What follows belongs to an exercise in optimizing a design on an open flow for small area; a production flow would make more cautious choices. In this exercise RTL edits were held to simulation tests only and were not proved equivalent to the original. The clock port is modelled as an ideal driver; clocking choices that lean on that would not hold on a real chip. Power figures rest on the tool's default switching activity, not on a simulated workload.

===== flow/run.sh =====
#!/bin/bash
# Own layout flow: the standard synthesis, then its combinational logic
# re-mapped by ABC with area-oriented scripts (registers, their names and
# cell types untouched; the smallest of several mappings is kept), then the
# standard layout steps with a smaller clock tree (six leaf buffers, one
# per group of nearby registers, under one root buffer) and smaller port
# buffers. Each tool's output goes to a log file here.
set -euo pipefail
W=$PWD
F=$W/flow
R=$W/orfs/results/${FLOW_PLATFORM}/top_stopwatch_watch/base
LIB=$FLOW_HOME/platforms/${FLOW_PLATFORM}/lib/sky130_fd_sc_hd__tt_025C_1v80.lib

# 1. standard synthesis, unchanged
bash standard.sh synth > $W/log_1_standard_synth.log 2>&1

# 2. re-map the combinational logic with each script, keep the smallest
cp $R/1_2_yosys.v $W/1_2_yosys_standard.v
DONT_USE=$(sed -n '/DONT_USE_CELLS/,/^$/p' $FLOW_HOME/platforms/${FLOW_PLATFORM}/config.mk | grep -o 'sky130_fd_sc_hd__[A-Za-z0-9_]*' | tr '\n' ' ')
for s in a d1 d2 d3; do
  LIB=$LIB NET_IN=$W/1_2_yosys_standard.v NET_OUT=$W/1_2_yosys_resynth_$s.v TOP=$FLOW_TOP \
    STAT_PRE=$W/resynth_stat_pre_$s.txt STAT_POST=$W/resynth_stat_post_$s.txt \
    DONT_USE="$DONT_USE" ABC_SCRIPT=$F/resynth_$s.abc \
    yosys -c $F/resynth.tcl > $W/log_2_resynth_$s.log 2>&1 &
done
wait
best=""; best_area=""
for s in a d1 d2 d3; do
  area=$(grep -m1 "Chip area for module" $W/resynth_stat_post_$s.txt | awk '{print $NF}')
  echo "resynth $s: $area" >> $W/log_2_resynth_choice.log
  if [[ -z "$best" ]] || awk "BEGIN{exit !($area < $best_area)}"; then best=$s; best_area=$area; fi
done
echo "chosen: $best ($best_area)" >> $W/log_2_resynth_choice.log
cp $W/1_2_yosys_resynth_$best.v $R/1_2_yosys.v
rm -f $R/1_synth.odb $R/1_synth.sdc
touch $R/1_2_yosys.v

# 3. standard layout steps
export PRE_CTS_TCL=$F/mytree.tcl
export CTS_ARGS="-clk_nets clk -sink_clustering_enable -repair_clock_nets -dont_use_dummy_load -buf_list sky130_fd_sc_hd__clkbuf_8"
export BUFFER_PORTS_ARGS="-buffer_cell sky130_fd_sc_hd__buf_1"
bash standard.sh finish > $W/log_3_standard_layout.log 2>&1

===== flow/mytree.tcl =====
# Split the clock net's register sinks into K groups by location and drive
# each group from its own clock buffer placed at the group's centre.
proc my_clock_tree { K bufmaster root } {
  set block [ord::get_db_block]
  set db [ord::get_db]
  set master [$db findMaster $bufmaster]
  set clknet [$block findNet clk]
  set sinks {}
  foreach it [$clknet getITerms] {
    set inst [$it getInst]
    lappend sinks [list $it [lindex [$inst getLocation] 0] [lindex [$inst getLocation] 1]]
  }
  set n [llength $sinks]
  # k-means, initial centres spread along x
  set sorted [lsort -integer -index 1 $sinks]
  set cx {}; set cy {}
  for {set k 0} {$k < $K} {incr k} {
    set s [lindex $sorted [expr {int(($k + 0.5) * $n / $K)}]]
    lappend cx [lindex $s 1]; lappend cy [lindex $s 2]
  }
  for {set iter 0} {$iter < 30} {incr iter} {
    set sx [lrepeat $K 0.0]; set sy [lrepeat $K 0.0]; set cnt [lrepeat $K 0]
    set assign {}
    foreach s $sinks {
      set best 0; set bd 1e30
      for {set k 0} {$k < $K} {incr k} {
        set d [expr {abs([lindex $s 1]-[lindex $cx $k]) + abs([lindex $s 2]-[lindex $cy $k])}]
        if {$d < $bd} { set bd $d; set best $k }
      }
      lappend assign $best
      lset sx $best [expr {[lindex $sx $best] + [lindex $s 1]}]
      lset sy $best [expr {[lindex $sy $best] + [lindex $s 2]}]
      lset cnt $best [expr {[lindex $cnt $best] + 1}]
    }
    for {set k 0} {$k < $K} {incr k} {
      if {[lindex $cnt $k] > 0} {
        lset cx $k [expr {int([lindex $sx $k] / [lindex $cnt $k])}]
        lset cy $k [expr {int([lindex $sy $k] / [lindex $cnt $k])}]
      }
    }
  }
  puts "my_clock_tree: group sizes $cnt"
  set leafnet $clknet
  if {$root ne ""} {
    set rinst [odb::dbInst_create $block [$db findMaster $root] "myclkroot"]
    set sx 0; set sy 0
    for {set k 0} {$k < $K} {incr k} { set sx [expr {$sx + [lindex $cx $k]}]; set sy [expr {$sy + [lindex $cy $k]}] }
    $rinst setLocation [expr {int($sx / $K)}] [expr {int($sy / $K)}]
    $rinst setPlacementStatus PLACED
    set leafnet [odb::dbNet_create $block "myclknet_root"]
    $leafnet setSigType CLOCK
    [$rinst findITerm A] connect $clknet
    [$rinst findITerm X] connect $leafnet
  }
  for {set k 0} {$k < $K} {incr k} {
    set inst [odb::dbInst_create $block $master "myclkbuf_$k"]
    $inst setLocation [lindex $cx $k] [lindex $cy $k]
    $inst setPlacementStatus PLACED
    set net [odb::dbNet_create $block "myclknet_$k"]
    $net setSigType CLOCK
    [$inst findITerm A] connect $leafnet
    [$inst findITerm X] connect $net
    set nets($k) $net
  }
  foreach s $sinks a $assign {
    set it [lindex $s 0]
    $it disconnect
    $it connect $nets($a)
  }
}

# A root buffer on the clock port drives K leaf buffers, one per group of
# registers; clock_tree_synthesis then runs on the port's net only.
my_clock_tree 6 sky130_fd_sc_hd__clkbuf_16 sky130_fd_sc_hd__clkbuf_8

===== flow/resynth.tcl =====
# Re-map the combinational logic of the standard synthesis netlist with a
# stronger ABC script. Registers (and their names and cell types) are kept.
yosys -import
set lib $::env(LIB)
set net_in $::env(NET_IN)
set net_out $::env(NET_OUT)
set seq_cells {sky130_fd_sc_hd__dfrtp_1 sky130_fd_sc_hd__dfrtp_2 sky130_fd_sc_hd__dfrtp_4 sky130_fd_sc_hd__dfstp_1 sky130_fd_sc_hd__dfstp_2 sky130_fd_sc_hd__dfstp_4 sky130_fd_sc_hd__dfxtp_1 sky130_fd_sc_hd__dfxtp_2 sky130_fd_sc_hd__dfxtp_4 sky130_fd_sc_hd__dfrbp_1 sky130_fd_sc_hd__dfrbp_2 sky130_fd_sc_hd__dfsbp_1 sky130_fd_sc_hd__dfsbp_2 sky130_fd_sc_hd__dfbbp_1 sky130_fd_sc_hd__dfbbn_1 sky130_fd_sc_hd__dfbbn_2}
read_liberty -ignore_miss_func $lib
read_verilog $net_in
hierarchy -top $::env(TOP)
foreach c $seq_cells { catch { setattr -mod -set keep_hierarchy 1 $c } }
# every cell type the netlist uses that is not in seq_cells gets flattened
flatten
opt_clean -purge
tee -o $::env(STAT_PRE) stat -liberty $lib
set dont_use {}
foreach c $::env(DONT_USE) { lappend dont_use -dont_use $c }
abc -liberty $lib -script $::env(ABC_SCRIPT) {*}$dont_use
opt_clean -purge
hilomap -singleton -hicell sky130_fd_sc_hd__conb_1 HI -locell sky130_fd_sc_hd__conb_1 LO
insbuf -buf sky130_fd_sc_hd__buf_4 A X
opt_clean -purge
tee -o $::env(STAT_POST) stat -liberty $lib
# keep only the top module; the cell library stays outside the netlist
foreach m [split [string trim [tee -q -s result.string select -list-mod =* ]] "\n"] { }
select -module $::env(TOP)
write_verilog -noattr -nohex -nodec -selected $net_out

===== flow/resynth_a.abc =====
strash
&get -n
&fraig -x
&put
balance -l
resub -K 6 -l
rewrite -l
resub -K 6 -N 2 -l
refactor -l
resub -K 8 -l
balance -l
resub -K 8 -N 2 -l
rewrite -l
resub -K 10 -l
rewrite -z -l
resub -K 10 -N 2 -l
balance -l
resub -K 12 -l
refactor -z -l
resub -K 12 -N 2 -l
rewrite -z -l
balance -l
balance -l
resub -K 6 -l
rewrite -l
resub -K 6 -N 2 -l
refactor -l
resub -K 8 -l
balance -l
resub -K 8 -N 2 -l
rewrite -l
resub -K 10 -l
rewrite -z -l
resub -K 10 -N 2 -l
balance -l
resub -K 12 -l
refactor -z -l
resub -K 12 -N 2 -l
rewrite -z -l
balance -l
dch -f
amap -F 4 -A 8

===== flow/resynth_d1.abc =====
strash
&get -n
&fraig -x
&put
&get -n
&deepsyn -T 60 -S 1
&put
dch -f
amap -F 4 -A 8

===== flow/resynth_d2.abc =====
strash
&get -n
&fraig -x
&put
&get -n
&deepsyn -T 60 -S 2
&put
dch -f
amap -F 4 -A 8

===== flow/resynth_d3.abc =====
strash
&get -n
&fraig -x
&put
&get -n
&deepsyn -T 60 -S 3
&put
dch -f
amap -F 4 -A 8

===== standard.sh =====
#!/bin/bash
# synth_recipe.tcl (not shown) runs the flow's synth.tcl, then flattens the netlist and writes it again
# the make line also repeats each setting of config.mk as NAME=value (left out here)
make -C /OpenROAD-flow-scripts/flow DESIGN_CONFIG=/design/flow/config.mk WORK_HOME=/design/flow/orfs CLKGATE_MAP_FILE= SYNTH_SCRIPT=/design/flow/synth_recipe.tcl "${@:-finish}"

===== config.mk =====
export PLATFORM = sky130hd
export DESIGN_NAME = top_stopwatch_watch
export DESIGN_NICKNAME = top_stopwatch_watch
export VERILOG_FILES = /design/flow/design.v
export SDC_FILE = /design/flow/constraint.sdc
export NUM_CORES = 4
export LEC_CHECK = 0
export ABC_AREA = 1
export CAP_MARGIN = 20
export CORE_MARGIN = 2
export CORE_UTILIZATION = 40
export SLEW_MARGIN = 20

===== constraint.sdc =====
create_clock -name core_clock -period 10.0 [get_ports {clk}]
set_input_delay 2.0000 -clock core_clock [delete_from_list [all_inputs] [get_ports {clk}]]
set_output_delay 2.0000 -clock core_clock [all_outputs]
set_load 0.01 [all_outputs]

===== design.v =====
`timescale 1ns / 1ps
module top_stopwatch_watch (
    input               clk,
    input               reset,
    input   [3:0]       sw_under,
    input   [1:0]       sw_upper,
    input               btn_l,
    input               btn_r,
    input               btn_u,
    input               btn_d,
    input               uart_rx,
    output              uart_tx,
    output  [3:0]       fnd_digit,
    output  [7:0]       fnd_data
);
    reg [2:0] c8;
    reg [2:0] dsel;
    reg [2:0] m5;
    wire b_tick = ~c8[1] & ~c8[0] & (|m5);
    always @(posedge clk, posedge reset) begin
        if (reset) begin
            c8     <= 3'd0;
            dsel   <= 3'd0;
            m5     <= 3'd0;
        end
        else begin
            c8     <= c8 + 3'd1;
            if (b_tick & ~c8[2]) dsel <= dsel + 3'd1;
            if (&c8[1:0]) m5 <= {m5[1:0], ~m5[1] | (~m5[2] & m5[0])};
        end
    end
    wire w_tick = ~c8[1] & ~c8[0] & m5[2] & ~m5[1];
    wire o_btn_r, o_btn_l, o_btn_up, o_btn_down;
    btn_debounce U_BD_RUNSTOP(.clk(clk), .reset(reset), .sample_en(b_tick), .i_btn(btn_r), .o_btn(o_btn_r));
    btn_debounce U_BD_CLEAR  (.clk(clk), .reset(reset), .sample_en(b_tick), .i_btn(btn_l), .o_btn(o_btn_l));
    btn_debounce U_BD_UP     (.clk(clk), .reset(reset), .sample_en(b_tick), .i_btn(btn_u), .o_btn(o_btn_up));
    btn_debounce U_BD_DOWN   (.clk(clk), .reset(reset), .sample_en(b_tick), .i_btn(btn_d), .o_btn(o_btn_down));
    wire op_r, op_l, op_u, op_d, op_0, op_1, op_2;
    wire w_monitor_type;
    wire [27:0] w_out_time;
    uart_top U_UART (
        .clk        (clk),
        .reset      (reset),
        .b_tick     (b_tick),
        .uart_rx    (uart_rx),
        .uart_tx    (uart_tx),
        .type_sw_w  (w_monitor_type),
        .time_bcd   (w_out_time),
        .op_r(op_r), .op_l(op_l), .op_u(op_u), .op_d(op_d),
        .op_0(op_0), .op_1(op_1), .op_2(op_2)
    );
    reg mode_sel_reg, sw_w_sel_reg, displayarea_sel_reg;
    always @(posedge clk, posedge reset) begin
        if (reset) begin
            mode_sel_reg <= 1'b0;
            sw_w_sel_reg <= 1'b0;
            displayarea_sel_reg <= 1'b0;
        end
        else begin
            mode_sel_reg <= mode_sel_reg ^ op_0;
            sw_w_sel_reg <= sw_w_sel_reg ^ op_1;
            displayarea_sel_reg <= displayarea_sel_reg ^ op_2;
        end
    end
    wire w_mode_sel        = sw_under[3] ? mode_sel_reg        : sw_under[0];
    wire w_sw_w_sel        = sw_under[3] ? sw_w_sel_reg        : sw_under[1];
    wire w_displayarea_sel = sw_under[3] ? displayarea_sel_reg : sw_under[2];
    wire w_modify_mode, w_run, w_clear;
    control_unit U_CTRL_UNIT(
        .clk            (clk),
        .reset          (reset),
        .sel_sw_w       (w_sw_w_sel),
        .sel_modify     (sw_upper[1]),
        .btn_l          (o_btn_l | op_l),
        .btn_r          (o_btn_r | op_r),
        .o_monitor_type (w_monitor_type),
        .o_w_modify_mode(w_modify_mode),
        .o_sw_run       (w_run),
        .o_sw_clear     (w_clear)
    );
    wire w_up   = o_btn_up | op_u;
    wire w_down = o_btn_down | op_d;
    reg [4:0] swc;
    wire swc_20 = swc[4] & swc[2];
    wire swc_19 = swc[4] & swc[1] & swc[0];
    always @(posedge clk, posedge reset) begin
        if (reset) swc <= 5'd0;
        else if (swc_20) swc <= {4'd0, w_run};
        else swc <= swc + {4'd0, w_run | swc_19};
    end
    wire [27:0] sw_time;
    wire sw_c0, sw_c1, sw_c2;
    bcd_field #(.TW(4), .MAX_T(9)) U_SW_MSEC (
        .clk(clk), .reset(reset), .clear(w_clear), .step(swc_20 & w_run), .down(w_mode_sel),
        .tens(sw_time[7:4]), .units(sw_time[3:0]), .wrap(sw_c0));
    bcd_field #(.TW(3), .MAX_T(5)) U_SW_SEC (
        .clk(clk), .reset(reset), .clear(w_clear), .step(sw_c0), .down(w_mode_sel),
        .tens(sw_time[14:12]), .units(sw_time[11:8]), .wrap(sw_c1));
    bcd_field #(.TW(3), .MAX_T(5)) U_SW_MIN (
        .clk(clk), .reset(reset), .clear(w_clear), .step(sw_c1), .down(w_mode_sel),
        .tens(sw_time[21:19]), .units(sw_time[18:15]), .wrap(sw_c2));
    hour_field U_SW_HOUR (
        .clk(clk), .reset(reset), .clear(w_clear), .step(sw_c2), .down(w_mode_sel),
        .tens(sw_time[27:26]), .units(sw_time[25:22]));
    wire [27:0] w_time;
    wire w_c0, w_c1, w_c2, w_c0r, w_c1r, w_c2r;
    wire [3:0] msel;
    assign msel[0] = w_modify_mode & ~w_displayarea_sel & ~sw_upper[0];
    assign msel[1] = w_modify_mode & ~w_displayarea_sel &  sw_upper[0];
    assign msel[2] = w_modify_mode &  w_displayarea_sel & ~sw_upper[0];
    assign msel[3] = w_modify_mode &  w_displayarea_sel &  sw_upper[0];
    wire w_ud = w_up | w_down;
    bcd_field #(.TW(4), .MAX_T(9)) U_W_MSEC (
        .clk(clk), .reset(reset), .clear(1'b0),
        .step(msel[0] ? w_ud : w_tick), .down(msel[0] & ~w_up),
        .tens(w_time[7:4]), .units(w_time[3:0]), .wrap(w_c0r));
    assign w_c0 = w_c0r & ~msel[0];
    bcd_field #(.TW(3), .MAX_T(5)) U_W_SEC (
        .clk(clk), .reset(reset), .clear(1'b0),
        .step(msel[1] ? w_ud : w_c0), .down(msel[1] & ~w_up),
        .tens(w_time[14:12]), .units(w_time[11:8]), .wrap(w_c1r));
    assign w_c1 = w_c1r & ~msel[1];
    bcd_field #(.TW(3), .MAX_T(5)) U_W_MIN (
        .clk(clk), .reset(reset), .clear(1'b0),
        .step(msel[2] ? w_ud : w_c1), .down(msel[2] & ~w_up),
        .tens(w_time[21:19]), .units(w_time[18:15]), .wrap(w_c2r));
    assign w_c2 = w_c2r & ~msel[2];
    hour_field U_W_HOUR (
        .clk(clk), .reset(reset), .clear(1'b0),
        .step(msel[3] ? w_ud : w_c2), .down(msel[3] & ~w_up),
        .tens(w_time[27:26]), .units(w_time[25:22]));
    assign w_out_time = w_monitor_type ? w_time : sw_time;
    fnd_controller U_FND_CTRL(
        .sel_display(w_displayarea_sel),
        .digit_sel  (dsel),
        .time_bcd   (w_out_time),
        .fnd_digit  (fnd_digit),
        .fnd_data   (fnd_data)
    );
endmodule
module bcd_field #(
    parameter TW = 3,
    parameter MAX_T = 5
) (
    input               clk,
    input               reset,
    input               clear,
    input               step,
    input               down,
    output [TW-1:0]     tens,
    output [3:0]        units,
    output              wrap
);
    wire u_zero, u_max, t_zero, t_max;
    wire step_t = step & (down ? u_zero : u_max);
    assign wrap = step_t & (down ? t_zero : t_max);
    bcd_digit #(.W(4), .MAX(9)) U_UNITS (
        .clk(clk), .reset(reset), .clear(clear), .step(step), .down(down),
        .q(units), .zero(u_zero), .max(u_max));
    bcd_digit #(.W(TW), .MAX(MAX_T)) U_TENS (
        .clk(clk), .reset(reset), .clear(clear), .step(step_t), .down(down),
        .q(tens), .zero(t_zero), .max(t_max));
endmodule
module bcd_digit #(
    parameter W = 4,
    parameter MAX = 9
) (
    input              clk,
    input              reset,
    input              clear,
    input              step,
    input              down,
    output reg [W-1:0] q,
    output             zero,
    output             max
);
    wire [3:0] x = {{(4-W){1'b0}}, q};    
    wire [3:0] t_up, t_dn;
    generate
        if (MAX == 9) begin : g9
            assign t_up = {x[0] & (x[3] | (x[1] & x[2])), x[0] & x[1], x[0] & ~x[3], 1'b1};
            assign t_dn = {~x[0] & ~x[1] & ~x[2], ~x[0] & ~x[1] & (x[2] | x[3]),
                           ~x[0] & (x[1] | x[2] | x[3]), 1'b1};
            assign max  = x[3] & x[0];
        end
        else begin : g5
            assign t_up = {1'b0, x[0] & (x[1] | x[2]), x[0] & ~x[2], 1'b1};
            assign t_dn = {1'b0, ~x[0] & ~x[1], ~x[0] & (x[1] | x[2]), 1'b1};
            assign max  = x[2] & x[0];
        end
    endgenerate
    assign zero = ~(|q);
    wire [W-1:0] t = down ? t_dn[W-1:0] : t_up[W-1:0];
    always @(posedge clk, posedge reset) begin
        if (reset) q <= {W{1'b0}};
        else q <= {W{~clear}} & (q ^ ({W{step}} & t));
    end
endmodule
module hour_field (
    input            clk,
    input            reset,
    input            clear,
    input            step,
    input            down,
    output reg [1:0] tens,
    output reg [3:0] units
);
    wire [3:0] u = units;
    wire [1:0] h = tens;
    wire u_zero = ~(|u);
    wire u_max  = u[3] & u[0];
    wire at23   = h[1] & u[1] & u[0];
    wire [3:0] tu_up = {u[0] & (u[3] | (u[1] & u[2])), u[0] & u[1] & ~h[1], u[0] & ~u[3], 1'b1};
    wire [3:0] tu_dn = {~u[0] & ~u[1] & ~u[2] & (u[3] | h[0] | h[1]), ~u[0] & ~u[1] & (u[2] | u[3]),
                        ~u[0] & (u[1] | u[2] | u[3] | ~(h[0] | h[1])), 1'b1};
    wire [1:0] th_up = {(u_max & h[0]) | at23, u_max};
    wire [1:0] th_dn = {u_zero & ~h[0], u_zero & (h[0] | h[1])};
    wire [3:0] tu = down ? tu_dn : tu_up;
    wire [1:0] th = down ? th_dn : th_up;
    always @(posedge clk, posedge reset) begin
        if (reset) begin
            tens  <= 2'd0;
            units <= 4'd0;
        end
        else begin
            tens  <= {2{~clear}} & (tens ^ ({2{step}} & th));
            units <= {4{~clear}} & (units ^ ({4{step}} & tu));
        end
    end
endmodule
`timescale 1ns / 1ps
module uart_top (
    input         clk,
    input         reset,
    input         b_tick,        
    input         uart_rx,
    output        uart_tx,
    input         type_sw_w,     
    input  [27:0] time_bcd,
    output        op_r,
    output        op_l,
    output        op_u,
    output        op_d,
    output        op_0,
    output        op_1,
    output        op_2
);
    localparam IDLE = 2'd0, START = 2'd1, DATA = 2'd2, STOP = 2'd3;
    reg [1:0] rs;
    reg [3:0] rtc;       
    reg [8:0] rbuf;      
    wire r_idle = (rs == IDLE);
    wire r_end  = b_tick & (rtc == 4'd7);
    always @(posedge clk, posedge reset) begin
        if (reset) begin
            rs   <= IDLE;
            rtc  <= 4'd0;
            rbuf <= 9'd0;
        end
        else begin
            if (r_idle)
                rtc <= (rtc[3] & ~rtc[1]) ? {2'b10, rtc[0], ~rtc[0]} : 4'd0;
            else
                rtc <= rtc + {3'd0, b_tick};
            case (rs)
                IDLE:  if (b_tick & ~uart_rx) rs <= START;
                START: if (r_end) begin
                           rbuf <= 9'b1_0000_0000;
                           rs <= DATA;
                       end
                DATA:  if (r_end) begin
                           rbuf <= {uart_rx, rbuf[8:1]};
                           if (rbuf[1]) rs <= STOP;
                       end
                STOP:  if (r_end) rs <= IDLE;
            endcase
        end
    end
    wire [7:0] rx_data = rbuf[8:1];
    wire rx_done = r_idle & (rtc == 4'd8);
    wire cmd     = r_idle & (rtc == 4'd10);
    assign op_r = cmd & (rx_data == 8'h72);
    assign op_l = cmd & (rx_data == 8'h6C);
    assign op_u = cmd & (rx_data == 8'h75);
    assign op_d = cmd & (rx_data == 8'h64);
    assign op_0 = cmd & (rx_data == 8'h30);
    assign op_1 = cmd & (rx_data == 8'h31);
    assign op_2 = cmd & (rx_data == 8'h32);
    wire   op_s = cmd & (rx_data == 8'h73);
    localparam S_IDLE = 5'b00000, S_WAIT = 5'b00001, S_START_SPACE = 5'b01011;
    reg [4:0] ss;
    reg       s_tx_start;
    wire      running = (|ss) | s_tx_start;
    wire t_busy;
    reg  t_done;
    wire body = ss[4];
    wire [1:0] f = ss[3:2];
    wire [1:0] p = ss[1:0];
    always @(posedge clk, posedge reset) begin
        if (reset) begin
            ss         <= S_IDLE;
            s_tx_start <= 1'b0;
        end
        else begin
            s_tx_start <= 1'b0;
            if (ss == S_IDLE) begin
                if (op_s) ss <= S_WAIT;
            end
            else if (ss == S_WAIT) begin
                if (~t_busy) begin
                    s_tx_start <= 1'b1;
                    ss <= S_START_SPACE;
                end
            end
            else if (t_done) begin
                s_tx_start <= 1'b1;
                if (ss == S_START_SPACE) ss <= {4'b0110, type_sw_w};
                else ss <= ss + {3'd0, body & p[1], ~(body & p[1])};
            end
        end
    end
    reg [3:0] digit;
    always @(*) begin
        case ({f, p[0]})
            3'b000: digit = {2'b00, time_bcd[27:26]};
            3'b001: digit = time_bcd[25:22];
            3'b010: digit = {1'b0, time_bcd[21:19]};
            3'b011: digit = time_bcd[18:15];
            3'b100: digit = {1'b0, time_bcd[14:12]};
            3'b101: digit = time_bcd[11:8];
            3'b110: digit = time_bcd[7:4];
            3'b111: digit = time_bcd[3:0];
        endcase
    end
    reg [7:0] s_data;
    always @(*) begin
        if (body) begin
            if (~p[1]) s_data = {4'h3, digit};
            else case (f)
                2'd2:    s_data = 8'h2E;
                2'd3:    s_data = 8'h20;
                default: s_data = 8'h3A;
            endcase
        end
        else case (ss[3:0])
            4'b1100: s_data = 8'h53;     
            4'b1101: s_data = 8'h57;     
            4'b1110: s_data = 8'h3A;     
            4'b1011, 4'b1111: s_data = 8'h20;
            default: s_data = 8'h00;
        endcase
    end
    wire       tx_start = running ? s_tx_start : rx_done;
    wire [7:0] tx_data  = running ? s_data : rx_data;
    reg [1:0] ts;
    reg [3:0] ttc;       
    reg [8:0] tbuf;      
    reg       txr;
    wire t_idle = (ts == IDLE);
    wire t_end  = b_tick & (&ttc);
    wire t_last = ~(|tbuf[8:2]);     
    assign t_busy = ~t_idle;
    always @(posedge clk, posedge reset) begin
        if (reset) begin
            ts     <= IDLE;
            ttc    <= 4'd0;
            tbuf   <= 9'd0;
            txr    <= 1'b1;
            t_done <= 1'b0;
        end
        else begin
            ttc    <= ttc + {3'd0, b_tick & ~t_idle};
            t_done <= (ts == STOP) & t_end;
            case (ts)
                IDLE:  txr <= 1'b1;
                START: txr <= 1'b0;
                DATA:  txr <= tbuf[0];
                STOP:  txr <= 1'b1;
            endcase
            case (ts)
                IDLE:  begin
                    tbuf <= {1'b1, tx_data};
                    if (tx_start) ts <= START;
                end
                START: if (t_end) ts <= DATA;
                DATA:  if (t_end) begin
                    tbuf <= {1'b0, tbuf[8:1]};
                    if (t_last) ts <= STOP;
                end
                STOP:  if (t_end) ts <= IDLE;
            endcase
        end
    end
    assign uart_tx = txr;
endmodule
`timescale 1ns / 1ps
module control_unit(
    input           clk,
    input           reset,
    input           sel_sw_w,
    input           sel_modify,
    input           btn_l,
    input           btn_r,
    output reg      o_monitor_type,  
    output reg      o_w_modify_mode,
    output reg      o_sw_run,
    output reg      o_sw_clear
);
    always @(posedge clk, posedge reset) begin
        if (reset) begin
            o_monitor_type  <= 1'b0;
            o_w_modify_mode <= 1'b0;
            o_sw_run        <= 1'b0;
            o_sw_clear      <= 1'b0;
        end
        else begin
            o_monitor_type  <= sel_sw_w;
            o_w_modify_mode <= sel_sw_w & sel_modify;
            o_sw_clear      <= ~o_monitor_type & ~o_sw_run & ~o_sw_clear & btn_l;
            if (o_sw_run)
                o_sw_run <= o_monitor_type | ~btn_r;
            else
                o_sw_run <= ~o_monitor_type & ~o_sw_clear & ~btn_l & btn_r;
        end
    end
endmodule
`timescale 1ns / 1ps
module fnd_controller(
    input         sel_display,
    input  [2:0]  digit_sel,
    input  [27:0] time_bcd,      
    output [3:0]  fnd_digit,
    output [7:0]  fnd_data
);
    assign fnd_digit = ~(4'b0001 << digit_sel[1:0]);
    reg [3:0] digit;
    always @(*) begin
        case ({sel_display, digit_sel[1:0]})
            3'b000: digit = time_bcd[3:0];
            3'b001: digit = time_bcd[7:4];
            3'b010: digit = time_bcd[11:8];
            3'b011: digit = {1'b0, time_bcd[14:12]};
            3'b100: digit = time_bcd[18:15];
            3'b101: digit = {1'b0, time_bcd[21:19]};
            3'b110: digit = time_bcd[25:22];
            3'b111: digit = {2'b00, time_bcd[27:26]};
        endcase
    end
    wire [3:0] ms_t = time_bcd[7:4];
    wire dot_off = ms_t[3] | (ms_t[2] & (ms_t[1] | ms_t[0]));
    wire [6:0] seg;
    seg7 U_SEG (.d(digit), .seg(seg));
    assign fnd_data[6:0] = ~seg | {7{digit_sel[2]}};
    assign fnd_data[7]   = ~(digit_sel == 3'b110) | dot_off;
endmodule
module seg7 (
    input  [3:0] d,
    output [6:0] seg
);
    wire D = d[3], C = d[2], B = d[1], A = d[0];
    assign seg[0] = D | B | ~(C ^ A);                                    
    assign seg[1] = ~C | ~(B ^ A);                                       
    assign seg[2] = C | ~B | A;                                          
    assign seg[3] = D | (~C & ~A) | (B & ~A) | (~C & B) | (C & ~B & A);  
    assign seg[4] = (~C & ~A) | (B & ~A);                                
    assign seg[5] = D | (~B & ~A) | (C & ~B) | (C & ~A);                 
    assign seg[6] = D | (C ^ B) | (B & ~A);                              
endmodule
`timescale 1ns / 1ps
module btn_debounce(
    input  clk,
    input  reset,
    input  sample_en,
    input  i_btn,
    output o_btn
);
    reg [3:0] cnt;
    wire g = sample_en & ~i_btn;     
    wire a0 = sample_en & cnt[0];
    wire a1 = a0 & cnt[1];
    wire a2 = a1 & cnt[2];
    always @(posedge clk, posedge reset) begin
        if (reset) begin
            cnt <= 4'd0;
        end
        else begin
            cnt[0] <= ~g & (cnt[3] | (cnt[0] ^ sample_en));
            cnt[1] <= ~g & ~cnt[3] & (cnt[1] ^ a0);
            cnt[2] <= ~g & ~cnt[3] & (cnt[2] ^ a1);
            cnt[3] <= ~g & (cnt[3] | a2);
        end
    end
    assign o_btn = cnt[3] & ~cnt[0];
endmodule

==> flow_summary.ini, run 1 <==
[status]
status = complete, no violations

[clock_network]
cts_hold_buf = 0
postCtsSetupRepairBufs = 0
clk_pin_slew_ns = 0.10
cts-resized-gates = 0
clock_latency_ns = 0.43

[critical_path]
crit_chain = buf_1 > clkinv_1 > o22ai_1 > clkinv_1 > o2111ai_1 > a21boi_0 > nor2_1 > a21oi_1 > nand2b_1 > o21ai_0 > o21a_1 > buf_1
cpMaxStageDelayCell = o22ai_1
worstSetupPathType = in2out
r2r_slack_ns = 4.54
crit_buf_inv = 4
critical_path.max_fanout = 9
slowest_delay_ns = 0.63
arrival_ns = 4.86
crit_required_ns = 8.00
end_kind = primary output
crit_family = compound AO/OA/AOI/OAI gates
cp-start-kind = primary input

[grt]
grt_pass1_vias = 5817
grt_usage_pct = 19.3
grt_pass1_wl_um = 29200
antenna_found_initial = 0
grt_max_degree = 77
grt_overflow = 0

[cells_and_area]
layout.nets = 900
largest_register = U_UART.tbuf
antenna_cells = 0
top_regs = U_UART.tbuf x9, U_UART.rbuf x8
drive_gt1_share_pct = 1.69
synthToLayoutAreaGrowth_pct = 8.43
largest_register_ffs = 9

[timing]
hold_viol_final = 0
min_period_over_period_pct = 68.6
setup_viol = 0
tightest_slew_ns = 0.824
rsz0062_at_grt = no
final_max_slew_viol_count = 0
post-route-min-period_ns = 6.86
hold_ws_ns = 0.483
setup_tns_ns = 0
maxSlewHeadroom_pct = 44.5
fmax_mhz = 146
fin_skew_ns = 0.0253

[flow_run]
drv_cap = 0

[die]
fp.dieH_um = 135
dieArea_um2 = 18300
rows = 47
die_x_um = 135
core_um2 = 16700
initial_core_util_pct = 41.3
pin_count = 26

[detailed_routing]
drc_errors = 0
drt-total-wl_um = 17800
drt_iter0_markers = 646
routedWlPerCell_um = 16.1
first_pass_iters = 7
drtAntennaViolNets = 0
via_per_inst = 5.64
dr_total_vias = 6236

[synth]
synth_warnings = 8
synthesis.nets = 861
synthesis.area_um2 = 6890
syn_area_per_cell_um2 = 8.13
synth_cells = 848

[place]
gp_congestion = 0.927
numPortBuffers = 25
post-dp-hpwl_um = 13200

[power_and_ir_drop]
leakage_nw = 2.91
p_per_area_nw_per_um2 = 159
ir_drop_v = 0.000114

[min_path]
hold_path_class = reg2reg
==> layout make-up <==
cell class,instances,area [µm²]
fill,1675,9230
sequential,130,3250
multi-input combinational,593,3170
inverter,125,474
tap,220,275
buffer,7,164
timing repair buffer,30,131
==> power breakdown <==
group          internal (mW)  total [mW]  leakage, nW  switching [mW]
Clock                  0.116       0.282       0.0811           0.165
Combinational         0.0885       0.244         1.17           0.156
Sequential             0.593       0.661         1.65          0.0681
==> stage by stage <==
stage | worst slack [ns] | power [mW] | cell area, µm² | util [%] | std cells
detailed placement | 3.10 | 0.913 | 7310 | 43.8 | 1098
CTS | 3.09 | 1.13 | 7470 | 44.7 | 1105
floorplan | 3.77 | 0.838 | 6890 | - | 848
finish | 3.14 | 1.19 | 7470 | 44.7 | 1105
global placement | 3.18 | 0.911 | 7310 | 43.8 | 1098
global route | 2.80 | 1.26 | 7470 | 44.7 | 1105
==> layout by cell type, fill, tap and decap left out, types with 4 or more instances in the layout <==
master	n
clkinv_1	124
a21oi_1	57
o21ai_0	79
buf_1	25
a2111oi_0	10
nor3_1	30
clkbuf_16	6
a221oi_1	4
nor2_1	153
or2_0	8
or3_1	8
dfrtp_1	129
nand4_1	7
o31ai_1	4
nand3_1	18
o22ai_1	58
o21a_1	9
o221ai_1	6
buf_4	5
a22oi_1	7
a222oi_1	6
o221a_1	4
nand2_1	61
a31oi_1	6
o211ai_1	4
==> final timing paths <==
check,startpoint,end,cells after the start
setup / recovery,sw_under[3],fnd_data[6],12
hold / removal,c8[2]$_DFF_PP0_,c8[2]$_DFF_PP0_,1
setup reg to reg,U_UART.rs[1]$_DFFE_PP0P_,U_W_HOUR.units[3]$_DFF_PP0_,26
hold reg to reg,c8[2]$_DFF_PP0_,c8[2]$_DFF_PP0_,1
max in group asynchronous,reset,U_W_SEC.U_UNITS.q[2]$_DFF_PP0_,3
min in group asynchronous,reset,U_BD_RUNSTOP.cnt[2]$_DFF_PP0_,2
==> routing by layer <==
layer / global-route usage [%] / share of wire (%) / up-vias
li1: - / - / 3142
met1: 28.3 / 48 / 2902
met2: 31.4 / 45 / 162
met3: 1.46 / 4.3 / 30
met4: 4.57 / 2.7 / 0
met5: 0 / 0 / -
==> run 2: changes to the inputs <==
--- a/design.v
+++ b/design.v
@@ -292,7 +292,7 @@
     reg       s_tx_start;
     wire      running = (|ss) | s_tx_start;
     wire t_busy;
-    reg  t_done;
+    wire t_done;
     wire body = ss[4];
     wire [1:0] f = ss[3:2];
     wire [1:0] p = ss[1:0];
@@ -360,17 +360,16 @@
     wire t_end  = b_tick & (&ttc);
     wire t_last = ~(|tbuf[8:2]);     
     assign t_busy = ~t_idle;
+    assign t_done = t_idle & ~tbuf[8];
     always @(posedge clk, posedge reset) begin
         if (reset) begin
             ts     <= IDLE;
             ttc    <= 4'd0;
-            tbuf   <= 9'd0;
+            tbuf   <= 9'b1_0000_0000;
             txr    <= 1'b1;
-            t_done <= 1'b0;
         end
         else begin
             ttc    <= ttc + {3'd0, b_tick & ~t_idle};
-            t_done <= (ts == STOP) & t_end;
             case (ts)
                 IDLE:  txr <= 1'b1;
                 START: txr <= 1'b0;
--- a/flow/run.sh
+++ b/flow/run.sh
@@ -17,15 +17,16 @@
 # 2. re-map the combinational logic with each script, keep the smallest
 cp $R/1_2_yosys.v $W/1_2_yosys_standard.v
 DONT_USE=$(sed -n '/DONT_USE_CELLS/,/^$/p' $FLOW_HOME/platforms/${FLOW_PLATFORM}/config.mk | grep -o 'sky130_fd_sc_hd__[A-Za-z0-9_]*' | tr '\n' ' ')
-for s in a d1 d2 d3; do
+for s in d1 d2 d3 d4 e1 e2 e3 e4; do
   LIB=$LIB NET_IN=$W/1_2_yosys_standard.v NET_OUT=$W/1_2_yosys_resynth_$s.v TOP=$FLOW_TOP \
     STAT_PRE=$W/resynth_stat_pre_$s.txt STAT_POST=$W/resynth_stat_post_$s.txt \
     DONT_USE="$DONT_USE" ABC_SCRIPT=$F/resynth_$s.abc \
     yosys -c $F/resynth.tcl > $W/log_2_resynth_$s.log 2>&1 &
+  if [[ $s == d4 ]]; then wait; fi
 done
 wait
 best=""; best_area=""
-for s in a d1 d2 d3; do
+for s in d1 d2 d3 d4 e1 e2 e3 e4; do
   area=$(grep -m1 "Chip area for module" $W/resynth_stat_post_$s.txt | awk '{print $NF}')
   echo "resynth $s: $area" >> $W/log_2_resynth_choice.log
   if [[ -z "$best" ]] || awk "BEGIN{exit !($area < $best_area)}"; then best=$s; best_area=$area; fi
==> flow/resynth_d4.abc (new file) <==
strash
&get -n
&fraig -x
&put
&get -n
&deepsyn -T 60 -S 4
&put
dch -f
amap -F 4 -A 8
==> flow/resynth_e1.abc (new file) <==
strash
&get -n
&fraig -x
&put
balance -l
resub -K 6 -l
rewrite -l
resub -K 6 -N 2 -l
refactor -l
resub -K 8 -l
balance -l
resub -K 8 -N 2 -l
rewrite -l
resub -K 10 -l
rewrite -z -l
resub -K 10 -N 2 -l
balance -l
resub -K 12 -l
refactor -z -l
resub -K 12 -N 2 -l
rewrite -z -l
balance -l
balance -l
resub -K 6 -l
rewrite -l
resub -K 6 -N 2 -l
refactor -l
resub -K 8 -l
balance -l
resub -K 8 -N 2 -l
rewrite -l
resub -K 10 -l
rewrite -z -l
resub -K 10 -N 2 -l
balance -l
resub -K 12 -l
refactor -z -l
resub -K 12 -N 2 -l
rewrite -z -l
balance -l
&get -n
&deepsyn -T 60 -S 1
&put
dch -f
amap -F 4 -A 8
==> flow/resynth_e2.abc (new file) <==
strash
&get -n
&fraig -x
&put
balance -l
resub -K 6 -l
rewrite -l
resub -K 6 -N 2 -l
refactor -l
resub -K 8 -l
balance -l
resub -K 8 -N 2 -l
rewrite -l
resub -K 10 -l
rewrite -z -l
resub -K 10 -N 2 -l
balance -l
resub -K 12 -l
refactor -z -l
resub -K 12 -N 2 -l
rewrite -z -l
balance -l
balance -l
resub -K 6 -l
rewrite -l
resub -K 6 -N 2 -l
refactor -l
resub -K 8 -l
balance -l
resub -K 8 -N 2 -l
rewrite -l
resub -K 10 -l
rewrite -z -l
resub -K 10 -N 2 -l
balance -l
resub -K 12 -l
refactor -z -l
resub -K 12 -N 2 -l
rewrite -z -l
balance -l
&get -n
&deepsyn -T 60 -S 2
&put
dch -f
amap -F 4 -A 8
==> flow/resynth_e3.abc (new file) <==
strash
&get -n
&fraig -x
&put
balance -l
resub -K 6 -l
rewrite -l
resub -K 6 -N 2 -l
refactor -l
resub -K 8 -l
balance -l
resub -K 8 -N 2 -l
rewrite -l
resub -K 10 -l
rewrite -z -l
resub -K 10 -N 2 -l
balance -l
resub -K 12 -l
refactor -z -l
resub -K 12 -N 2 -l
rewrite -z -l
balance -l
balance -l
resub -K 6 -l
rewrite -l
resub -K 6 -N 2 -l
refactor -l
resub -K 8 -l
balance -l
resub -K 8 -N 2 -l
rewrite -l
resub -K 10 -l
rewrite -z -l
resub -K 10 -N 2 -l
balance -l
resub -K 12 -l
refactor -z -l
resub -K 12 -N 2 -l
rewrite -z -l
balance -l
&get -n
&deepsyn -T 60 -S 3
&put
dch -f
amap -F 4 -A 8
==> flow/resynth_e4.abc (new file) <==
strash
&get -n
&fraig -x
&put
balance -l
resub -K 6 -l
rewrite -l
resub -K 6 -N 2 -l
refactor -l
resub -K 8 -l
balance -l
resub -K 8 -N 2 -l
rewrite -l
resub -K 10 -l
rewrite -z -l
resub -K 10 -N 2 -l
balance -l
resub -K 12 -l
refactor -z -l
resub -K 12 -N 2 -l
rewrite -z -l
balance -l
balance -l
resub -K 6 -l
rewrite -l
resub -K 6 -N 2 -l
refactor -l
resub -K 8 -l
balance -l
resub -K 8 -N 2 -l
rewrite -l
resub -K 10 -l
rewrite -z -l
resub -K 10 -N 2 -l
balance -l
resub -K 12 -l
refactor -z -l
resub -K 12 -N 2 -l
rewrite -z -l
balance -l
&get -n
&deepsyn -T 60 -S 4
&put
dch -f
amap -F 4 -A 8
--- a/config.mk
+++ b/config.mk
@@ -8,5 +8,5 @@
 export ABC_AREA = 1
 export CAP_MARGIN = 20
 export CORE_MARGIN = 2
-export CORE_UTILIZATION = 40
+export CORE_UTILIZATION = 65
 export SLEW_MARGIN = 20
removed: flow/resynth_a.abc
==> run 2 against run 1 <==
  * Die area is 38% lower
  * Worst hold slack worse by 0.0044 ns
  * Worst setup slack better by 0.16 ns
  * Clock skew is 0.0019 ns lower
  * Clock power is 4% lower
  * Critical path type is now in2reg
  * Highest routed layer unchanged
==> flow_summary.ini, run 2 <==
[place]
dpl_cell_area_um2 = 7180
post-dp-hpwl_um = 14100
gp_congestion = 0.937
numPortBuffers = 25
place_inst = 1032

[grt]
grt_overflow = 0
antenna_found_initial = 0
grt_pass1_vias = 6261
grt_pass1_wl_um = 29900
grt_max_degree = 68
grt_usage_pct = 32.5

[critical_path]
crit_required_ns = 10.28
worstSetupPathType = in2reg
critical_path.max_fanout = 7
r2r_slack_ns = 4.12
end_kind = flip-flop
r2r_end = U_SW_HOUR.units[3]$_DFF_PP0_
cp-start-kind = primary input
rr_worst_depth = 31
arrival_ns = 6.98
r2r_start = swc[2]$_DFF_PP0_

[detailed_routing]
drt_iter0_markers = 730
drc_errors = 0
first_pass_iters = 6
routedWlPerCell_um = 17.9
via_per_inst = 6.47
dr_total_vias = 6720
drt-total-wl_um = 18600
drtAntennaViolNets = 0

[clock_network]
clock_latency_ns = 0.41
clk_pin_slew_ns = 0.08
postCtsSetupRepairBufs = 0
cts_hold_buf = 0
cts-resized-gates = 0

[cells_and_area]
instances_no_fill = 1039
stdcell_area_um2 = 7340
largest_register = U_UART.tbuf
synthToLayoutAreaGrowth_pct = 6.65
layout.cells.most_common = nor2_1
antenna_cells = 0
largest_register_ffs = 9
top_regs = U_UART.tbuf x9, U_UART.rbuf x8
layout.nets = 918
drive_gt1_share_pct = 1.55
final_cell_mix = nor2_1 (162), clkinv_1 (137), dfrtp_1 (127)
fill_cells = 810

[die]
initial_core_util_pct = 66.7
dieArea_um2 = 11400
fp.dieH_um = 107
core_um2 = 10300
pin_count = 26
rows = 37
die_x_um = 107

[status]
status = complete, no violations

[min_path]
hp-start = c8[0]$_DFF_PP0_
hold_end = c8[0]$_DFF_PP0_
hold_path_class = reg2reg
hold_depth = 1

[power_and_ir_drop]
leakage_nw = 2.86
ir_drop_v = 0.000167
p_per_area_nw_per_um2 = 157

[timing]
tightest_slew_ns = 0.835
fmax_mhz = 149
final_max_slew_viol_count = 0
maxSlewHeadroom_pct = 43.8
rsz0062_at_grt = no
setup_viol = 0
hold_ws_ns = 0.479
fin_skew_ns = 0.0234
setup_tns_ns = 0
min_period_over_period_pct = 67.1
hold_viol_final = 0
post-route-min-period_ns = 6.71

[synth]
syn_area_per_cell_um2 = 7.93
synth_cells = 868
synthesis.nets = 881
synth_warnings = 8
synthesis.area_um2 = 6880

[flow_run]
drv_cap = 0
[run 2: critical path, cell delays in order]
cell and delay, ns:
buf_1 0.15, clkinv_1 0.12, o22ai_1 0.56, clkinv_1 0.36, nor2_1 0.31, a32oi_1 0.10
a31oi_1 0.23, nand2_1 0.12, nor2_1 0.26, nand3_1 0.18, o32ai_1 0.53, clkinv_1 0.24
nor3_1 0.32, nand2_1 0.13, clkinv_1 0.09, nand3_1 0.07, o21ai_0 0.22, clkinv_1 0.25
nor2_1 0.20, clkinv_1 0.17, o32ai_1 0.35
[run 2: stage by stage]
step	util, %	power [mW]	setup WS (ns)
5_1_grt	71.1	1.20	2.69
4_1_cts	71.1	1.09	2.94
6_report	71.1	1.15	3.29
2_1_floorplan	-	0.808	4.01
3_3_place_gp	69.5	0.865	3.47
3_5_place_dp	69.5	0.883	3.03
[run 2: report_power, final]
| part | total (mW) | internal, mW | switching [mW] | leakage, nW |
|---|---|---|---|---|
| clock | 0.272 | 0.116 | 0.156 | 0.0811 |
| sequential | 0.655 | 0.586 | 0.0695 | 1.63 |
| combinational | 0.225 | 0.0800 | 0.145 | 1.15 |
| total | 1.15 | 0.782 | 0.370 | 2.86 |
[run 2: area by class of cell]
cell class / instances / area, µm² / share of cell area [%]
Buffer: 7 / 164 / 2.23
Timing Repair Buffer: 28 / 116 / 1.59
Multi-Input combinational cell: 601 / 3140 / 42.8
Sequential cell: 129 / 3230 / 44.0
Tap cell: 136 / 170 / 2.32
Inverter: 138 / 520 / 7.09
[run 2: routing by layer]
layer	vias up	track usage, %	routed length, µm
li1	3174	-	-
met1	3175	45.9	7720
met2	328	53.5	8790
met3	43	3.59	1580
met4	0	9.55	489
met5	-	0	0
[run 2: worst max-delay path by stage]
stage | from | to | depth (start not counted) | slack, ns
finish | sw_under[3] | U_W_HOUR.tens[0]$_DFF_PP0_ | 21 | 3.29
global route | sw_under[3] | U_SW_HOUR.units[3]$_DFF_PP0_ | 31 | 2.69
CTS | sw_under[3] | U_SW_HOUR.units[3]$_DFF_PP0_ | 30 | 2.94
detailed placement | sw_under[3] | U_SW_HOUR.units[3]$_DFF_PP0_ | 30 | 3.03
global placement | sw_under[3] | U_SW_HOUR.units[3]$_DFF_PP0_ | 30 | 3.47
floorplan | sw_under[3] | U_SW_HOUR.units[3]$_DFF_PP0_ | 30 | 4.01
==> run 3: changes to the inputs <==
--- a/config.mk
+++ b/config.mk
@@ -8,5 +8,5 @@
 export ABC_AREA = 1
 export CAP_MARGIN = 20
 export CORE_MARGIN = 2
-export CORE_UTILIZATION = 65
+export CORE_UTILIZATION = 40
 export SLEW_MARGIN = 20
==> run 3 against run 2 <==
  * Largest cell class unchanged
  * Die area up 60%
  * Sequential share of layout area fell by 0.64 points
  * Still clean
  * Final cell count is 8.1% higher
==> flow_summary.ini, run 3 <==
[critical_path]
arrival_ns = 4.46
end_kind = primary output
critical_path.max_fanout = 7
crit_required_ns = 8.00
worstSetupPathType = in2out
cp-start-kind = primary input

[timing]
setup_viol = 0
tightest_slew_ns = 0.904
fin_skew_ns = 0.0297
maxSlewHeadroom_pct = 39.7
hold_viol_final = 0
final_max_slew_viol_count = 0
rsz0062_at_grt = no
fmax_mhz = 155
post-route-min-period_ns = 6.46
min_period_over_period_pct = 64.6
setup_tns_ns = 0

[cells_and_area]
largest_register_ffs = 9
utilization_pct = 44.6
fill_cells = 1726
synthToLayoutAreaGrowth_pct = 8.22
layout.cells.most_common = nor2_1
drive_gt1_share_pct = 1.55
antenna_cells = 0
top_regs = U_UART.tbuf x9, U_UART.rbuf x8
largest_register = U_UART.tbuf
final_cell_mix = nor2_1 (162), clkinv_1 (137), dfrtp_1 (127)
layout.nets = 918

[synth]
synth_warnings = 8
synthesis.nets = 881
synthesis.area_um2 = 6880
syn_area_per_cell_um2 = 7.93
synth_cells = 868

[grt]
grt_pass1_wl_um = 29100
grt_usage_pct = 19.5
grt_max_degree = 72
grt_overflow = 0
antenna_found_initial = 0
grt_pass1_vias = 5721

[power_and_ir_drop]
ir_drop_v = 0.000139
leakage_nw = 2.86
p_per_area_nw_per_um2 = 154

[clock_network]
postCtsSetupRepairBufs = 0
clock_latency_ns = 0.43
cts-resized-gates = 0
cts_hold_buf = 0
clk_pin_slew_ns = 0.09

[die]
initial_core_util_pct = 41.2
fp.dieH_um = 135
core_um2 = 16700
pin_count = 26
die_x_um = 135
rows = 47
dieArea_um2 = 18300

[detailed_routing]
drc_errors = 0
dr_total_vias = 6333
drtAntennaViolNets = 0
drt_iter0_markers = 533
via_per_inst = 5.64
routedWlPerCell_um = 15.9
first_pass_iters = 8
drt-total-wl_um = 17900

[min_path]
hold_path_class = reg2reg

[place]
gp_congestion = 0.979
post-dp-hpwl_um = 13700
numPortBuffers = 25

[flow_run]
drv_cap = 0

[status]
status = complete, no violations
[run 3: area by class of cell]
type | instances | area (µm²) | area share (%)
buffer | 7 | 164 | 2.20
inverter | 138 | 523 | 7.02
multi-input combinational | 601 | 3140 | 42.1
sequential | 129 | 3230 | 43.4
tap | 220 | 275 | 3.70
timing repair buffer | 28 | 116 | 1.56
[run 3: metrics by stage]
| step | setup slack (ns) | cell area, µm² | hold WS (ns) | power (mW) | std cells |
|---|---|---|---|---|---|
| 2_1_floorplan | 4.01 | 6880 | 0.441 | 0.808 | 868 |
| 3_3_place_gp | 3.35 | 7280 | 0.461 | 0.880 | 1116 |
| 3_5_place_dp | 3.18 | 7280 | 0.461 | 0.880 | 1116 |
| 4_1_cts | 3.20 | 7450 | 0.462 | 1.09 | 1123 |
| 5_1_grt | 2.97 | 7450 | 0.492 | 1.22 | 1123 |
| 6_report | 3.54 | 7450 | 0.474 | 1.15 | 1123 |
[run 3: power breakdown]
group          switching, mW  internal [mW]  leakage (nW)  total, mW
Combinational          0.141         0.0800          1.15      0.221
Sequential            0.0663          0.586          1.63      0.652
Clock                  0.160          0.116        0.0811      0.276
[run 3: layer usage]
layer / track usage [%] / vias up / routed length [µm]
met4: 3.65 / 0 / 391
met2: 30.1 / 179 / 7780
met1: 29.6 / 2943 / 8730
met5: 0 / - / 0
li1: - / 3180 / -
met3: 2.47 / 31 / 1010
[run 3: final timing paths]
kind                       cells past startpoint              from  slack, ns                            end
min in group asynchronous                      2             reset       1.64         mode_sel_reg$_DFF_PP0_
max reg2reg                                   31  swc[2]$_DFF_PP0_       4.37   U_SW_HOUR.units[3]$_DFF_PP0_
max                                           12       sw_under[3]       3.54                    fnd_data[6]
max in group asynchronous                      3             reset       7.03  U_W_MIN.U_TENS.q[0]$_DFF_PP0_
min reg2reg                                    1   c8[0]$_DFF_PP0_       0.47                c8[0]$_DFF_PP0_
min                                            1   c8[0]$_DFF_PP0_       0.47                c8[0]$_DFF_PP0_
[run 3: critical path, cell delays in order]
cell and delay (ns):
buf_1 0.15, clkinv_1 0.13, o22ai_1 0.52, o21ai_0 0.21, o22ai_1 0.32, clkinv_1 0.13, nand2_1 0.14, clkinv_1 0.10
o22ai_1 0.25, o21ai_0 0.11, o21ai_0 0.22, buf_1 0.18
==> run 4: changes to the inputs <==
--- a/flow/run.sh
+++ b/flow/run.sh
@@ -2,7 +2,7 @@
 # Own layout flow: the standard synthesis, then its combinational logic
 # re-mapped by ABC with area-oriented scripts (registers, their names and
 # cell types untouched; the smallest of several mappings is kept), then the
-# standard layout steps with a smaller clock tree (six leaf buffers, one
+# standard layout steps with a smaller clock tree (seven leaf buffers, one
 # per group of nearby registers, under one root buffer) and smaller port
 # buffers. Each tool's output goes to a log file here.
 set -euo pipefail
--- a/flow/mytree.tcl
+++ b/flow/mytree.tcl
@@ -71,4 +71,4 @@
 
 # A root buffer on the clock port drives K leaf buffers, one per group of
 # registers; clock_tree_synthesis then runs on the port's net only.
-my_clock_tree 6 sky130_fd_sc_hd__clkbuf_16 sky130_fd_sc_hd__clkbuf_8
+my_clock_tree 7 sky130_fd_sc_hd__clkbuf_8 sky130_fd_sc_hd__clkbuf_4
--- a/config.mk
+++ b/config.mk
@@ -8,5 +8,5 @@
 export ABC_AREA = 1
 export CAP_MARGIN = 20
 export CORE_MARGIN = 2
-export CORE_UTILIZATION = 40
+export CORE_UTILIZATION = 90
 export SLEW_MARGIN = 20
==> run 4 against run 3 <==
  * Synthesized cell count did not move
  * Area after synthesis did not move
  * The flow now stops in global placement without I/O
==> flow_summary.ini, run 4 <==
[status]
status = aborted with a tool error
stop_stage = global placement without I/O
stop_error = [ERROR GPL-0301] Utilization 108.999 % exceeds 100%.

[synth]
synth_warnings = 8
synthesis.area_um2 = 6880
syn_area_per_cell_um2 = 7.93
synthesis.nets = 881
synth_cells = 868

[die]
initial_core_util_pct = 93.9
rows = 31
fp.dieH_um = 91.5
die_x_um = 91.5
==> run 5: changes to the inputs <==
--- a/flow/run.sh
+++ b/flow/run.sh
@@ -2,7 +2,7 @@
 # Own layout flow: the standard synthesis, then its combinational logic
 # re-mapped by ABC with area-oriented scripts (registers, their names and
 # cell types untouched; the smallest of several mappings is kept), then the
-# standard layout steps with a smaller clock tree (seven leaf buffers, one
+# standard layout steps with a smaller clock tree (five leaf buffers, one
 # per group of nearby registers, under one root buffer) and smaller port
 # buffers. Each tool's output goes to a log file here.
 set -euo pipefail
--- a/flow/mytree.tcl
+++ b/flow/mytree.tcl
@@ -71,4 +71,4 @@
 
 # A root buffer on the clock port drives K leaf buffers, one per group of
 # registers; clock_tree_synthesis then runs on the port's net only.
-my_clock_tree 7 sky130_fd_sc_hd__clkbuf_8 sky130_fd_sc_hd__clkbuf_4
+my_clock_tree 5 sky130_fd_sc_hd__clkbuf_16 sky130_fd_sc_hd__clkbuf_4
--- a/config.mk
+++ b/config.mk
@@ -8,5 +8,5 @@
 export ABC_AREA = 1
 export CAP_MARGIN = 20
 export CORE_MARGIN = 2
-export CORE_UTILIZATION = 90
+export CORE_UTILIZATION = 80
 export SLEW_MARGIN = 20
==> run 5 against run 4 <==
  * Now clean on timing, DRC and antenna
  * Area after synthesis stayed put
  * Synthesized cell count did not move
==> flow_summary.ini, run 5 <==
[status]
status = complete, no violations

[clock_network]
postCtsSetupRepairBufs = 0
cts-resized-gates = 0
clock_latency_ns = 0.50
cts_hold_buf = 0
clk_pin_slew_ns = 0.10

[die]
pin_count = 26
initial_core_util_pct = 83.3
die_x_um = 96.8
fp.dieH_um = 96.8
dieArea_um2 = 9360
rows = 33
core_um2 = 8260

[critical_path]
arrival_ns = 7.59
crit_family = simple AND/OR/NAND/NOR gates
cpMaxStageDelayCell = nor3_1
crit_required_ns = 10.42
end_kind = flip-flop
cp-start-kind = primary input
worstSetupPathType = in2reg
slowest_delay_ns = 0.42
critical_path.max_fanout = 5
crit_buf_inv = 4
cpMostUsedCell = nor2_1

[detailed_routing]
drt-total-wl_um = 19600
drt_iter0_markers = 904
drc_errors = 0
via_per_inst = 7.12
routedWlPerCell_um = 19.5
first_pass_iters = 9
drtAntennaViolNets = 0
dr_total_vias = 7171

[cells_and_area]
largest_register = U_UART.tbuf
utilization_pct = 88.0
drive_gt1_share_pct = 1.44
top_regs = U_UART.tbuf x9, U_UART.rbuf x8
fill_cells = 401
final_cell_mix = nor2_1 (162), clkinv_1 (137), dfrtp_1 (127)
layout.nets = 917
largest_register_ffs = 9
antenna_cells = 0
layout.cells.most_common = nor2_1
synthToLayoutAreaGrowth_pct = 5.64

[synth]
syn_area_per_cell_um2 = 7.93
synthesis.area_um2 = 6880
synth_warnings = 8
synth_cells = 868
synthesis.nets = 881

[place]
numPortBuffers = 25
post-dp-hpwl_um = 14000
gp_congestion = 1.03

[timing]
maxSlewHeadroom_pct = 34.5
fmax_mhz = 139
setup_tns_ns = 0
hold_viol_final = 0
min_period_over_period_pct = 71.7
rsz0062_at_grt = no
post-route-min-period_ns = 7.17
setup_viol = 0
fin_skew_ns = 0.00960
final_max_slew_viol_count = 0
tightest_slew_ns = 0.982

[grt]
grt_overflow = 0
antenna_found_initial = 0
grt_max_degree = 80
grt_pass1_vias = 6927
gr-usage-met1_pct = 53.6
grt.met3_usage_pct = 9.61
grt_pass1_wl_um = 32900
use_met2_pct = 70.0
top_usage_layer = met2
grt_usage_pct = 42.1

[power_and_ir_drop]
p_per_area_nw_per_um2 = 156
leakage_nw = 2.85
swShare_pct = 33.1
p_int_mw = 0.760
power_frac_seq_pct = 57.2
pwr-share-comb_pct = 21.1
ir_drop_v = 0.000217
p_clk_share_pct = 21.7
p_switching_mw = 0.376

[min_path]
hold_path_class = reg2reg

[flow_run]
drv_cap = 0
==> run 5: stage by stage <==
stage | instances | setup slack (ns) | cell area [µm²] | hold WS, ns | power (mW)
4_1_cts | 1007 | 2.59 | 7270 | 0.464 | 1.07
5_1_grt | 1007 | 2.31 | 7270 | 0.504 | 1.19
3_3_place_gp | 1001 | 3.53 | 7140 | 0.454 | 0.860
2_1_floorplan | 868 | 4.01 | 6880 | 0.441 | 0.808
6_report | 1007 | 2.83 | 7270 | 0.487 | 1.14
3_5_place_dp | 1001 | 2.90 | 7140 | 0.463 | 0.882
==> run 5: final timing paths <==
check,startpoint,end,slack [ns],cells after the start
max,sw_under[3],U_SW_HOUR.units[3]$_DFF_PP0_,2.83,30
min in group asynchronous,reset,U_UART.ttc[2]$_DFF_PP0_,1.56,2
min,c8[0]$_DFF_PP0_,c8[0]$_DFF_PP0_,0.49,1
max in group asynchronous,reset,U_W_SEC.U_TENS.q[0]$_DFF_PP0_,7.03,3
max reg2reg,swc[4]$_DFF_PP0_,U_SW_HOUR.units[3]$_DFF_PP0_,3.68,31
min reg2reg,c8[0]$_DFF_PP0_,c8[0]$_DFF_PP0_,0.49,1
==> run 5: per-layer routing <==
metal / up-vias / part of all wire (%) / routed length, µm
li1: 3162 / - / -
met1: 3260 / 36 / 7030
met2: 596 / 47 / 9140
met3: 153 / 12 / 2340
met4: 0 / 5.6 / 1090
met5: - / 0 / 0
==> run 5: cell type report <==
| class | instances | area, µm² | area share [%] |
|---|---|---|---|
| buffer | 6 | 133 | 1.82 |
| inverter | 138 | 520 | 7.16 |
| timing repair buffer | 28 | 116 | 1.60 |
| multi-input combinational | 601 | 3140 | 43.2 |
| tap | 105 | 131 | 1.81 |
| sequential | 129 | 3230 | 44.4 |
==> run 5: worst reg2reg max path: cells and delay by family, from the launching register on <==
family / cells / cell delay [ns]
DFF: 1 / 0.36
and+or+nand+nor: 23 / 4.77
buffers and inverters: 4 / 0.46
AOI/OAI and AO/OA: 4 / 0.66
==> run 5: power by group through the flow <==
stage / clock (mW) / combinational (mW) / sequential (mW)
final: 0.246 / 0.240 / 0.649
after detailed placement: 0 / 0.226 / 0.656
after global routing: 0.262 / 0.266 / 0.658
after global placement: 0 / 0.209 / 0.652
after CTS: 0.186 / 0.229 / 0.658
after floorplan: 0 / 0.168 / 0.640
==> run 6: changes to the inputs <==
--- a/flow/run.sh
+++ b/flow/run.sh
@@ -2,7 +2,7 @@
 # Own layout flow: the standard synthesis, then its combinational logic
 # re-mapped by ABC with area-oriented scripts (registers, their names and
 # cell types untouched; the smallest of several mappings is kept), then the
-# standard layout steps with a smaller clock tree (five leaf buffers, one
+# standard layout steps with a smaller clock tree (eight leaf buffers, one
 # per group of nearby registers, under one root buffer) and smaller port
 # buffers. Each tool's output goes to a log file here.
 set -euo pipefail
--- a/flow/mytree.tcl
+++ b/flow/mytree.tcl
@@ -71,4 +71,4 @@
 
 # A root buffer on the clock port drives K leaf buffers, one per group of
 # registers; clock_tree_synthesis then runs on the port's net only.
-my_clock_tree 5 sky130_fd_sc_hd__clkbuf_16 sky130_fd_sc_hd__clkbuf_4
+my_clock_tree 8 sky130_fd_sc_hd__clkbuf_8 sky130_fd_sc_hd__clkbuf_4
--- a/config.mk
+++ b/config.mk
@@ -8,5 +8,5 @@
 export ABC_AREA = 1
 export CAP_MARGIN = 20
 export CORE_MARGIN = 2
-export CORE_UTILIZATION = 80
+export CORE_UTILIZATION = 90
 export SLEW_MARGIN = 20
==> run 6 against run 5 <==
  * The flow now stops in global placement without I/O
  * Synthesized cell count stayed put
  * Area after synthesis stayed put
==> flow_summary.ini, run 6 <==
[synth]
synth_warnings = 8
syn_area_per_cell_um2 = 7.93
synthesis.nets = 881
synthesis.area_um2 = 6880
synth_cells = 868

[status]
stop_stage = global placement without I/O
status = aborted with a tool error
stop_error = [ERROR GPL-0301] Utilization 108.999 % exceeds 100%.

[die]
fp.dieH_um = 91.5
die_x_um = 91.5
rows = 31
initial_core_util_pct = 93.9
==> run 7: changes to the inputs <==
--- a/config.mk
+++ b/config.mk
@@ -8,5 +8,5 @@
 export ABC_AREA = 1
 export CAP_MARGIN = 20
 export CORE_MARGIN = 2
-export CORE_UTILIZATION = 90
+export CORE_UTILIZATION = 80
 export SLEW_MARGIN = 20
==> run 7 against run 6 <==
  * Now clean on timing, DRC and antenna
  * Area after synthesis did not move
  * Synthesized cell count did not move
==> flow_summary.ini, run 7 <==
[clock_network]
postCtsSetupRepairBufs = 0
clock_latency_ns = 0.53
cts_hold_buf = 0
clk_pin_slew_ns = 0.10
cts-resized-gates = 0

[min_path]
hold_path_class = reg2reg

[critical_path]
rr_worst_depth = 31
r2r_slack_ns = 3.86
arrival_ns = 7.27
critPathLaunch = sw_under[3]
cpMostUsedCell = nor2_1
cp-start-kind = primary input
critical_path.max_fanout = 5
worstSetupPathType = in2reg
crit_required_ns = 10.44
cp-endpoint = U_SW_HOUR.units[3]$_DFF_PP0_
r2r_start = swc[4]$_DFF_PP0_
r2r_end = U_SW_HOUR.units[3]$_DFF_PP0_
cpMaxStageDelayCell = nor3_1
slowest_delay_ns = 0.41
end_kind = flip-flop

[grt]
grt_usage_pct = 40.2
grt_pass1_vias = 6778
antenna_found_initial = 0
grt_max_degree = 80
grt_pass1_wl_um = 31500
grt_overflow = 0

[place]
place_inst = 1001
numPortBuffers = 25
gp_congestion = 1.03
post-dp-hpwl_um = 14000

[die]
fp.dieH_um = 96.8
rows = 33
pin_count = 26
die_x_um = 96.8
dieArea_um2 = 9360
core_um2 = 8260
initial_core_util_pct = 83.3

[power_and_ir_drop]
leakage_nw = 2.85
p_per_area_nw_per_um2 = 154
p_total_mw = 1.12
ir_drop_v = 0.000154

[cells_and_area]
largest_register_ffs = 9
final_cell_mix = nor2_1 (162), clkinv_1 (137), dfrtp_1 (127)
drive_gt1_share_pct = 1.77
instances_no_fill = 1010
top_regs = U_UART.tbuf x9, U_UART.rbuf x8
largest_register = U_UART.tbuf
layout.cells.most_common = nor2_1
fill_cells = 413
layout.nets = 920
synthToLayoutAreaGrowth_pct = 5.42
antenna_cells = 0

[timing]
final_max_slew_viol_count = 0
rsz0062_at_grt = no
fin_skew_ns = 0.0287
min_period_over_period_pct = 68.3
post-route-min-period_ns = 6.83
maxSlewHeadroom_pct = 34.6
setup_tns_ns = 0
setup_viol = 0
tightest_slew_ns = 0.981
fmax_mhz = 146
hold_viol_final = 0

[detailed_routing]
drtAntennaViolNets = 0
drt_iter0_markers = 836
first_pass_iters = 9
drc_errors = 0
via_per_inst = 7.03
drt-total-wl_um = 18900
routedWlPerCell_um = 18.7
dr_total_vias = 7105

[synth]
synthesis.area_um2 = 6880
synth_warnings = 8
syn_area_per_cell_um2 = 7.93
synth_cells = 868
synthesis.nets = 881

[status]
status = complete, no violations

[flow_run]
drv_cap = 0
-- run 7: layer usage --
metal / GRT usage, % / share of wire (%) / wire length [µm]
met3: 8.67 / 11 / 2160
met2: 67.4 / 47 / 8880
met1: 51.7 / 37 / 6920
met4: 15.5 / 5.0 / 949
met5: 0 / 0 / 0
-- run 7: worst min-delay path by stage --
stage / start / end / depth (start not counted) / slack, ns
global placement: c8[0]$_DFF_PP0_ / c8[0]$_DFF_PP0_ / 1 / 0.45
CTS: displayarea_sel_reg$_DFF_PP0_ / displayarea_sel_reg$_DFF_PP0_ / 1 / 0.47
floorplan: sw_w_sel_reg$_DFF_PP0_ / sw_w_sel_reg$_DFF_PP0_ / 1 / 0.44
global route: sw_w_sel_reg$_DFF_PP0_ / sw_w_sel_reg$_DFF_PP0_ / 1 / 0.50
detailed placement: c8[0]$_DFF_PP0_ / c8[0]$_DFF_PP0_ / 1 / 0.46
finish: displayarea_sel_reg$_DFF_PP0_ / displayarea_sel_reg$_DFF_PP0_ / 1 / 0.48
-- run 7: final cells by class --
class	instances	area, µm²	area share [%]
Buffer	9	118	1.62
Inverter	138	520	7.17
Multi-Input combinational cell	601	3140	43.3
Sequential cell	129	3230	44.5
Tap cell	105	131	1.81
Timing Repair Buffer	28	116	1.60
-- run 7: power breakdown --
group,switching (mW),internal (mW)
sequential,0.0635,0.586
clock,0.154,0.0757
combinational,0.160,0.0802
total,0.378,0.742
-- run 7: critical path, delay by kind of cell --
kind / cells / cell delay (ns)
AOI/OAI and AO/OA: 5 / 0.72
buffers and inverters: 4 / 0.49
and+or+nand+nor: 21 / 4.05
-- run 7: per-stage QoR --
step | utilization (%) | hold slack (ns) | setup WS (ns) | area, µm²
after floorplan | - | 0.441 | 4.01 | 6880
after detailed placement | 86.4 | 0.463 | 2.90 | 7140
after global routing | 87.9 | 0.505 | 2.64 | 7260
after global placement | 86.4 | 0.454 | 3.53 | 7140
final | 87.9 | 0.484 | 3.17 | 7260
after CTS | 87.9 | 0.470 | 2.88 | 7260

afterwards: timing with drivers on the ports:
Ports are ideal in the flow. The routed layouts listed here were re-timed in OpenROAD.
Step 1 sets driving cells, clkbuf_16 on the clock port and buf_2 on the other inputs (assumed; they add their load-dependent delay and slew).
Step 2 moves the port delays by t, midway between the first and last clock arrival at a register: inputs arrive t later, outputs are due t later. That takes back most of the time a late clock gives input paths.
Slacks: ideal / step 1 / step 2; pairs: ideal / step 1.
run	t, ns	slack for setup (ns)	hold WS [ns]	worst slew at a driven data input, ns	pins driven straight from the clock port
run 1	0.449	3.139 / 3.117 / 3.016	0.483 / 0.483 / 0.483	0.03	1
run 2	0.430	3.295 / 3.300 / 2.870	0.479 / 0.479 / 0.479	0.03	1
run 3	0.447	3.545 / 3.524 / 3.129	0.474 / 0.474 / 0.474	0.03	1
run 5	0.529	2.830 / 2.835 / 2.306	0.487 / 0.487 / 0.487	0.04	1
run 7	0.548	3.166 / 3.178 / 2.630	0.484 / 0.484 / 0.484	0.05	1
After both steps setup and hold are still met in every run listed. The setup slack of run 7, which loses most, moves by +0.012 ns with the drivers and by -0.536 ns with both steps.
